From an optimization exercise on the open Yosys and OpenROAD flow, aimed at small area, a short achievable clock period and few clock cycles per item; shortcuts taken in it are not production practice. Function was not checked in any run shown here: the RTL went through the layout flow alone. Power is estimated from default activity; no workload was simulated.

`flow/constraint.sdc`:
```
create_clock -name core_clock -period 5.0 [get_ports {clk}]
set_input_delay 1.0000 -clock core_clock [delete_from_list [all_inputs] [get_ports {clk}]]
set_output_delay 1.0000 -clock core_clock [all_outputs]
set_load 0.01 [all_outputs]
```
`flow/run.sh`:
```
#!/bin/bash
# synth_recipe.tcl (not shown) runs the flow's synth.tcl, then flattens the netlist and writes it again
# the make line also repeats each setting of config.mk as NAME=value (left out here)
make -C /OpenROAD-flow-scripts/flow DESIGN_CONFIG=/design/flow/config.mk WORK_HOME=/design/flow/orfs CLKGATE_MAP_FILE= SYNTH_SCRIPT=/design/flow/synth_recipe.tcl finish
```
`flow/design.v`:
```
module top(clk, rst, start, i, socin1, socin2, socin3, socin4,
           socout1, socout2, socout3, socout4, outReady);
  input clk, rst, start, i;
  input socin1, socin2, socin3, socin4;
  output socout1, socout2, socout3, socout4;
  output reg outReady;
  reg [5:0] cnt;            
  reg [12:0] c;             
  reg [9:0]  tpos_lo;       
  reg [1:0]  tpos_hi;
  reg [1:0]  tcar;
  reg [12:0] T;             
  wire ng = c[12];
  reg sh_c, sh_s, tpos_acc, tpos_fin, a_pre, rec, t_init, t_acc;
  reg at15, at22, main_it, horner, ser, res;
  wire main_init = at22 | (at15 & !ng);
  wire [5:0] cnt_n = rst ? 6'd0 :
                     (cnt == 6'd0) ? {5'd0, start} :
                     (cnt == 6'd15 && !ng) ? 6'd23 :
                     (cnt == 6'd49) ? 6'd0 : cnt + 6'd1;
  always @(posedge clk) begin
    cnt      <= cnt_n;
    sh_c     <= (cnt_n >= 6'd2)  & (cnt_n <= 6'd14);
    sh_s     <= (cnt_n >= 6'd2)  & (cnt_n <= 6'd11);
    tpos_acc <= (cnt_n >= 6'd3)  & (cnt_n <= 6'd12);
    tpos_fin <= (cnt_n == 6'd12);
    a_pre    <= (cnt_n >= 6'd1)  & (cnt_n <= 6'd11);
    rec      <= (cnt_n >= 6'd12) & (cnt_n <= 6'd21);
    t_init   <= (cnt_n == 6'd12);
    t_acc    <= (cnt_n >= 6'd13) & (cnt_n <= 6'd22);
    at15     <= (cnt_n == 6'd15);
    at22     <= (cnt_n == 6'd22);
    main_it  <= (cnt_n >= 6'd23) & (cnt_n <= 6'd34);
    horner   <= (cnt_n >= 6'd23) & (cnt_n <= 6'd35);
    res      <= (cnt_n == 6'd36);
    ser      <= (cnt_n >= 6'd36) & (cnt_n <= 6'd48);
    outReady <= (cnt_n >= 6'd37) & (cnt_n <= 6'd48);
  end
  always @(posedge clk) if (sh_c) c <= {i, c[12:1]};
  wire s24_1, s24_2, s24_3, s24_4;    
  wire q1, q2, q3, q4;                
  wire o1, o2, o3, o4;                
  wire [2:0] ssum = s24_1 + s24_2 + s24_3 + s24_4 + tcar;
  always @(posedge clk) begin
    if (a_pre & !tpos_acc) tcar <= 2'd0;
    else if (tpos_acc) begin
      tcar <= ssum[2:1];
      tpos_lo <= {ssum[0], tpos_lo[9:1]};
      if (tpos_fin) tpos_hi <= ssum[2:1];
    end
  end
  wire [2:0] pc  = q1 + q2 + q3 + q4;
  wire [2:0] pco = o1 + o2 + o3 + o4;
  always @(posedge clk) begin
    if (t_init) T <= {10'd0, pco};
    else if (at15 & !ng) T <= {1'b0, tpos_hi, tpos_lo};
    else if (t_acc) T <= {T[11:0], 1'b0} + pc;
  end
  UNIT u1(clk, socin1, sh_s, a_pre, rec, main_init, main_it, horner, ser, res, ng, c, T, s24_1, q1, o1, socout1);
  UNIT u2(clk, socin2, sh_s, a_pre, rec, main_init, main_it, horner, ser, res, ng, c, T, s24_2, q2, o2, socout2);
  UNIT u3(clk, socin3, sh_s, a_pre, rec, main_init, main_it, horner, ser, res, ng, c, T, s24_3, q3, o3, socout3);
  UNIT u4(clk, socin4, sh_s, a_pre, rec, main_init, main_it, horner, ser, res, ng, c, T, s24_4, q4, o4, socout4);
endmodule
module UNIT(clk, sin, sh_s, a_pre, rec, main_init, main_it, horner, ser, res, ng, c, T,
            s24, q0, one, out);
  input clk, sin, sh_s, a_pre, rec, main_init, main_it, horner, ser, res, ng;
  input [12:0] c;
  input [12:0] T;
  output s24, q0, one;
  output reg out;
  reg [24:0] S;             
  reg [24:0] C;             
  reg [12:0] A;             
  reg        qd;            
  reg        cy;            
  wire [9:0] s  = S[24:15];
  wire       nz = |s;
  assign one = (s == 10'd1);
  assign s24 = S[24];
  assign q0  = S[0];
  wire [12:0] M = rec ? {3'b000, s} : T;
  wire [13:0] D = {1'b0, A} - {1'b0, M};
  wire ge = !D[13];
  always @(posedge clk) begin
    if (a_pre) A <= 13'd2;
    else if (main_init) A <= ng ? {2'b00, one, S[9:0]} : {3'b000, s};
    else if (rec | main_it) A <= ge ? {D[11:0], 1'b0} : {A[11:0], 1'b0};
  end
  always @(posedge clk) qd <= main_it & ge;
  wire [24:0] y  = qd ? {{12{c[12]}}, c} : 25'd0;
  wire [24:0] S2 = {S[23:0], 1'b0};
  wire [24:0] C2 = {C[23:0], 1'b0};
  wire [24:0] hs = S2 ^ C2 ^ y;
  wire [24:0] hc = (S2 & C2) | (S2 & y) | (C2 & y);
  wire [11:0] lo = {1'b0, S[10:0]} + {1'b0, C[10:0]};
  wire cyin = res ? lo[11] : cy;
  always @(posedge clk) begin
    if (sh_s) S[24:15] <= {sin, S[24:16]};
    else if (main_init) S <= 25'd0;
    else if (rec) S[9:0] <= {S[8:0], ge & nz & !one};
    else if (horner) S <= hs;
    else if (ser) S <= {1'b0, S[24:1]};
  end
  always @(posedge clk) begin
    if (main_init) C <= 25'd0;
    else if (horner) C <= {hc[23:0], 1'b0};
    else if (ser) C <= {1'b0, C[24:1]};
  end
  always @(posedge clk) begin
    if (ser) begin
      out <= S[11] ^ C[11] ^ cyin;
      cy  <= (S[11] & C[11]) | (S[11] & cyin) | (C[11] & cyin);
    end
  end
endmodule
```
`flow/config.mk`:
```
export PLATFORM = sky130hd
export DESIGN_NAME = top
export DESIGN_NICKNAME = top
export VERILOG_FILES = /design/flow/design.v
export SDC_FILE = /design/flow/constraint.sdc
export NUM_CORES = 4
export LEC_CHECK = 0
export CAP_MARGIN = 20
export CORE_MARGIN = 2
export CORE_UTILIZATION = 40
export PLACE_DENSITY = 0.6
export SETUP_SLACK_MARGIN = 2.6
export SLEW_MARGIN = 20
```
==> results of run 1 <==
==> kinds of logic (layout without fill, tap and decap cells) <==
kind of cell	count (synthesis)	in the layout	synth area share
XOR/XNOR	37	37	0.01512
flip-flops	324	324	0.3661
adder cells (fa/ha/maj)	209	209	0.1591
AO/OA/AOI/OAI	654	655	0.2045
multiplexers	118	118	0.05592
AND/OR/NAND/NOR	655	660	0.1376
buffers and inverters	343	447	0.06169
==> placed cells by master, fill, tap and decap left out, types with 25 or more instances in the layout <==
cell type and count:
dfxtp_1 179, nand2_1 154, buf_4 112, edfxtp_1 136
fa_1 101, mux2i_1 104, o21ai_0 71, a21oi_1 150
clkbuf_16 41, xnor2_1 25, ha_1 77, buf_6 35
a21oi_2 25, inv_1 191, a211oi_1 188, nor2_1 286
==> state kept, by name (all words and copies together) (netlist names), 10 cells and up <==
signal	count
T	13
c	13
tpos_lo	10
u1.A	13
u1.C	25
u1.S	25
u2.A	13
u2.C	25
u2.S	25
u3.A	13
u3.C	25
u3.S	25
u4.A	13
u4.C	25
u4.S	25
==> critical path: stages (launching register included) <==
cell      delay [ns]
edfxtp_1        0.48
nor2b_4         0.19
a21oi_2         0.12
ha_1            0.24
nor2b_4         0.13
o31a_1          0.27
o31a_1          0.36
o41ai_4         0.25
buf_4           0.18
buf_12          0.13
buf_6           0.10
mux2i_1         0.18
a21oi_1         0.08
==> path summary, 6_finish.rpt <==
kind	startpoint	endpoint	slack, ns	cells past startpoint
setup / recovery	T[1]$_DFFE_PP_	u3.A[9]$_SDFFE_PP0P_	2.13	12
hold / removal	tpos_lo[7]$_DFFE_PP_	tpos_lo[6]$_DFFE_PP_	0.45	0
setup reg to reg	T[1]$_DFFE_PP_	u3.A[9]$_SDFFE_PP0P_	2.13	12
hold reg to reg	tpos_lo[7]$_DFFE_PP_	tpos_lo[6]$_DFFE_PP_	0.45	0
==> through the flow <==
step                      worst slack, ns  instances  utilization  hold WS (ns)  power [mW]
after floorplan                     2.276       2340            -        0.4206       3.093
after CTS                           2.126       3108       0.4858        0.4475       6.389
after detailed placement            1.087       2913       0.4208        0.4366       3.198
after global routing                2.030       3138       0.4973        0.4569       6.559
final                               2.134       3138       0.4973        0.4484       6.353
after global placement              1.200       2913       0.4208        0.4316       3.195
==> area by class of cell <==
type | instances | area share
inverters | 199 | 0.02895
flip-flops and latches | 324 | 0.2998
clock inverters | 18 | 0.01059
repair buffers | 175 | 0.06457
well taps | 688 | 0.03281
clock buffers | 55 | 0.04301
multi-input cells | 1679 | 0.5203
==> routing by layer <==
metal	vias up	global-route usage	routed length, um
met1	9090	0.3351	30580
li1	8544	-	-
met5	-	0	0
met3	142	0.03588	4355
met2	630	0.3712	29890
met4	0	0.07663	2299
==> what timing repair did <==
item	CTS	global route
pin swaps	90	55
setup endpoints to repair	342	124
setup buffers	114	29
resized for setup	223	80
endpoints found under the hold margin	0	0
gates cloned	8	1
==> power groups by stage <==
stage | clock (mW) | combinational [mW] | sequential, mW
floorplan | 0 | 0.230 | 2.86
global placement | 0 | 0.294 | 2.90
detailed placement | 0 | 0.297 | 2.90
CTS | 3.19 | 0.357 | 2.84
global route | 3.30 | 0.411 | 2.85
finish | 3.13 | 0.381 | 2.84
==> results.ini, run 1 <==
[synthesis]
synth_top_area_frac = 0.1905
synth.yosys.warnings = 2
yosysSeqAreaShare = 0.3661
synth_edf_count = 136
synth_area_sq_mm = 0.02144
syn_avg_cell_area_sq_um = 9.161
yosysMostFrequentCell = nor2_1
synth-seq-cells = 324
ys.flop_type = dfxtp_1
ys_top_cells_by_area = edfxtp_1 (19%), dfxtp_1 (18%), fa_1 (9.9%)
ys_top_cells_by_count = nor2_1 (296), a211oi_1 (198), inv_1 (198)
ys_async_sr_fraction = 0
syn_nets = 2557
netlist_instances = 2340
synth_top_area_cell = edfxtp_1
yosysUniqueCellTypes = 79

[final_layout]
multi_input_area_sq_mm = 0.01365
drive_above_1_share = 0.1865
antenna_cells = 0
regArea_sq_mm = 0.007866
final_cell_area_sq_mm = 0.02624
area_growth_pct = 22.40
fin_nets = 2636
fillers = 4864

[power_and_ir_drop]
seqPwrFrac = 0.448
peakVddDrop_v = 0.0002210
p_leak_nw = 10.54
powerDensity_mw_per_mm2 = 242.1
switchingPower_mw = 1.514
swShare = 0.2382
pwr-share-clk = 0.492
intPower_mw = 4.840
pwr-share-comb = 0.060

[timing]
tightest_slew_ns = 1.252
period_needed_ns = 2.866
maxSlewViolCount = 0
final.setup.tns_ns = 0
rsz0062_at_grt = true
finalSetupViolCount = 0
timing.final.crit_share = 0.5731
slew_headroom = 0.1642
hold_viol = 0
finalClockSkew_ns = 0.03958
max_freq_mhz = 349.0

[floorplanning]
die-area_sq_mm = 0.05546
ios = 13
core_sq_mm = 0.05276
fp.dieW_um = 235.5
std_cell_rows = 84
initial_core_util = 0.4063
fp.dieH_um = 235.5

[drt]
ant_nets = 0
firstDrtPassIters = 5
drt-total-wl_mm = 67.12
wl_per_cell_um = 21.39
vias_per_cell = 5.866
drcViolationCount = 0
vias = 18410
drtIter0Drc = 1455

[grt]
grt_pass1_vias = 17640
antenna_found_initial = 0
grt_usage = 0.2367
gr-total-overflow = 0
grt_max_degree = 218
grt_pass1_wl_mm = 103.5

[critical_path]
critPathRequiredTime_ns = 5.42
endpoint_kind = register
critPathKind = reg2reg
cp.arrival_ns = 3.29
critPathLaunchType = register
crit_fanout = 7

[min_path]
hp-class = reg2reg

[job]
cap_viol_max_count = 0

[clocking]
clk_latency_ns = 0.60
h-tree-depth = 2
postCtsHoldBufs = 0
clk_pin_slew_ns = 0.06
clock_sinks = 324
cts_tree = yes
clockRootBuffer = clkbuf_16
cts_buffer_depth = 3
cts-buffers-inserted = 40

[place]
gp_congestion = 0.8981
portBuffers = 12
place_area_sq_mm = 0.02220
hpwl_mm = 43.21

[status]
outcome = finished clean

==> run 2, diff against run 1 <==
--- a/flow/config.mk
+++ b/flow/config.mk
@@ -11,3 +11,3 @@
 export PLACE_DENSITY = 0.6
-export SETUP_SLACK_MARGIN = 2.6
+export SETUP_SLACK_MARGIN = 2.3
 export SLEW_MARGIN = 20
==> run 2 against run 1 <==
Still clean. Clock skew down 0.021 ns. Critical path depth unchanged. Combinational power up 1%. Setup slack worse by 0.031 ns. Via count down 2.4%. Sequential power about the same. Synthesized cell count unchanged. Global-route usage down 0.63 points. Register-to-register slack worse by 0.03 ns. Highest routed layer unchanged.
==> results.ini, run 2 <==
[drt]
wl_per_cell_um = 20.89  ; -2.3%
vias = 17960  ; -2.4%
drcViolationCount = 0  ; unchanged
drt-total-wl_mm = 64.62  ; -3.7%
ant_nets = 0  ; unchanged
vias_per_cell = 5.808  ; -0.99%
drtIter0Drc = 1300  ; -11%
firstDrtPassIters = 5  ; unchanged

[timing]
max_freq_mhz = 345.2  ; -1.1%
holdWs_ns = 0.4489  ; +0.0005270 ns
maxSlewViolCount = 0  ; unchanged
timing.final.crit_share = 0.5794  ; +0.006244
finalClockSkew_ns = 0.01885  ; -0.02073 ns
final.setup.tns_ns = 0  ; unchanged
hold_viol = 0  ; unchanged
fin_ws_ns = 2.103  ; -0.03122 ns
rsz0062_at_grt = true
slew_headroom = 0.2331  ; +0.06884
tightest_slew_ns = 1.141  ; -0.1110 ns
period_needed_ns = 2.897  ; +0.03122 ns
finalSetupViolCount = 0  ; unchanged

[critical_path]
critPathLaunchType = register
endpoint_kind = register
critPathKind = reg2reg
crit_fanout = 8  ; +1
cp.arrival_ns = 3.17  ; -0.12 ns
critPathRequiredTime_ns = 5.27  ; -0.15 ns

[final_layout]
final_cell_area_sq_mm = 0.02515  ; -4.1%
multi_input_area_sq_mm = 0.01307  ; -4.3%
area_growth_pct = 17.33
antenna_cells = 0  ; unchanged
fillers = 4995  ; +2.7%
drive_above_1_share = 0.1418  ; -0.04474
final_common_cell = nor2_1
regArea_sq_mm = 0.007861  ; about the same
final_cell_mix = nor2_1 (290), inv_1 (196), a211oi_1 (192), dfxtp_1 (183), nand2_1 (161)
fin_util = 0.4767  ; -0.02058
stdcell_count = 3093  ; -1.4%
fin_nets = 2596  ; -1.5%

[clocking]
postCtsHoldBufs = 0  ; unchanged
cts-buffers-inserted = 40  ; unchanged
clockRootBuffer = clkbuf_16
h-tree-depth = 2  ; unchanged
cts_tree = yes
clk_latency_ns = 0.56  ; -0.04 ns
clk_pin_slew_ns = 0.06  ; about the same
cts_buffer_depth = 3  ; unchanged
clock_sinks = 324  ; unchanged

[synthesis]
syn_avg_cell_area_sq_um = 9.161  ; unchanged
ys_async_sr_fraction = 0  ; unchanged
netlist_instances = 2340  ; unchanged
ys_top_cells_by_area = edfxtp_1 (19%), dfxtp_1 (18%), fa_1 (9.9%)
yosysUniqueCellTypes = 79  ; unchanged
synth.yosys.warnings = 2  ; unchanged
syn_nets = 2557  ; unchanged
synth_top_area_cell = edfxtp_1
ys_top_cells_by_count = nor2_1 (296), a211oi_1 (198), inv_1 (198)
synth-seq-cells = 324  ; unchanged
ys.flop_type = dfxtp_1
synth_area_sq_mm = 0.02144  ; unchanged
synth_edf_count = 136  ; unchanged
yosysMostFrequentCell = nor2_1
yosysSeqAreaShare = 0.3661  ; unchanged
synth_top_area_frac = 0.1905  ; unchanged

[power_and_ir_drop]
powerDensity_mw_per_mm2 = 237.4  ; -2.0%
peakVddDrop_v = 0.0002142  ; -3.1%
p_leak_nw = 10.16  ; -3.6%
p_total_mw = 5.970  ; -6.0%

[job]
cap_viol_max_count = 0  ; unchanged

[min_path]
hp-class = reg2reg

[status]
outcome = finished clean

[place]
dp_slack_ns = 1.128  ; +0.04113 ns
place_area_sq_mm = 0.02211  ; -0.44%
hpwl_mm = 42.59  ; -1.4%
gp_congestion = 0.9165  ; +2.0%
placed_cells = 2918  ; +0.17%
portBuffers = 12  ; unchanged

[grt]
grt_pass1_vias = 17140  ; -2.8%
gr-total-overflow = 0  ; unchanged
antenna_found_initial = 0  ; unchanged
grt_pass1_wl_mm = 100.9  ; -2.5%
grt_usage = 0.2304  ; -0.006277
grt_max_degree = 113  ; -48%

[floorplanning]
initial_core_util = 0.4063  ; unchanged
ios = 13  ; unchanged
core_sq_mm = 0.05276  ; unchanged
std_cell_rows = 84  ; unchanged
fp.dieH_um = 235.5  ; unchanged
die-area_sq_mm = 0.05546  ; unchanged
fp.dieW_um = 235.5  ; unchanged

## run 2: cell counts after synthesis
Identical to the previous run, type by type.
## run 2: critical path, cell delays in order, from the launching register on
cell,delay (ns)
edfxtp_1,0.51
nor2b_4,0.29
buf_4,0.15
a21oi_2,0.03
ha_1,0.27
nor2b_4,0.14
o311a_4,0.32
o32ai_4,0.28
o21ai_4,0.11
buf_12,0.15
buf_12,0.13
a31oi_1,0.16
nor2_1,0.05
## run 2: cell families after synthesis
| kind of cell | Yosys count | share of synthesized area |
|---|---|---|
| simple gates | 655 | 0.1376 |
| fa+ha+maj | 209 | 0.1591 |
| compound gates | 654 | 0.2045 |
| mux | 118 | 0.05592 |
| buf+inv | 343 | 0.06169 |
| xor+xnor | 37 | 0.01512 |
| flops | 324 | 0.3661 |
## run 2: worst paths after layout
kind | slack, ns | endpoint | from | depth (start not counted)
worst max-delay path | 2.10 | u1.S[0]$_SDFFCE_PN0P_ | T[1]$_DFFE_PP_ | 12
worst max register to register | 2.10 | u1.S[0]$_SDFFCE_PN0P_ | T[1]$_DFFE_PP_ | 12
worst min-delay path | 0.45 | tpos_lo[7]$_DFFE_PP_ | tpos_lo[8]$_DFFE_PP_ | 0
worst min register to register | 0.45 | tpos_lo[7]$_DFFE_PP_ | tpos_lo[8]$_DFFE_PP_ | 0
## run 2: where the power goes
| part | total, mW | internal, mW | leakage, nW | switching [mW] |
|---|---|---|---|---|
| combinational | 0.385 | 0.166 | 6.81 | 0.219 |
| clock | 2.75 | 1.60 | 0.594 | 1.15 |
| sequential | 2.84 | 2.78 | 2.75 | 0.0570 |
| total | 5.97 | 4.55 | 10.2 | 1.42 |
## run 2: repair_timing
item / CTS / global route
pin swaps: 44 / 34
gates cloned: 6 / 0
resized for setup: 124 / 64
endpoints found under the setup margin: 171 / 80
buffers inserted: 78 / 23
## run 2: routing by layer
layer / up-vias / wire, um / GRT usage
met4: 0 / 2665 / 0.09033
met1: 8829 / 29670 / 0.3239
met3: 133 / 3605 / 0.03283
met2: 541 / 28680 / 0.3583
met5: - / 0 / 0
li1: 8460 / - / -
## run 2: layout make-up
type	count	area share
clock buffer	60	0.04641
clock inverter	8	0.001443
inverter	199	0.03000
multi-input combinational	1675	0.5195
sequential	324	0.3126
tap	688	0.03423
timing repair buffer	139	0.05591

-- static timing again, ports no longer ideal --
How much do the figures lean on ideal ports? The routed layouts below were timed once more, with nothing changed but the port constraints. Step 1, drivers: a clkbuf_16 drives clk and a buf_2 each remaining input, both assumed. Step 2 also shifts input and output timing later by t, the mid clock arrival at the registers, as if the neighbouring blocks saw the same clock. Slacks: no drivers / after step 1 / after step 2; pairs: no drivers / after step 1.
run | t (ns) | setup slack, ns | clock arrival spread, ns | worst data-port slew with drivers (ns)
run 1 | 0.636 | 2.134 / 2.134 / 2.087 | 0.040 / 0.040 | 0.05
run 2 | 0.615 | 2.103 / 2.103 / 1.881 | 0.021 / 0.021 | 0.04
After both steps setup and hold are still met in every run listed. The setup slack of run 2, which loses most, moves by 0.000 ns with the drivers and by -0.222 ns with both steps.
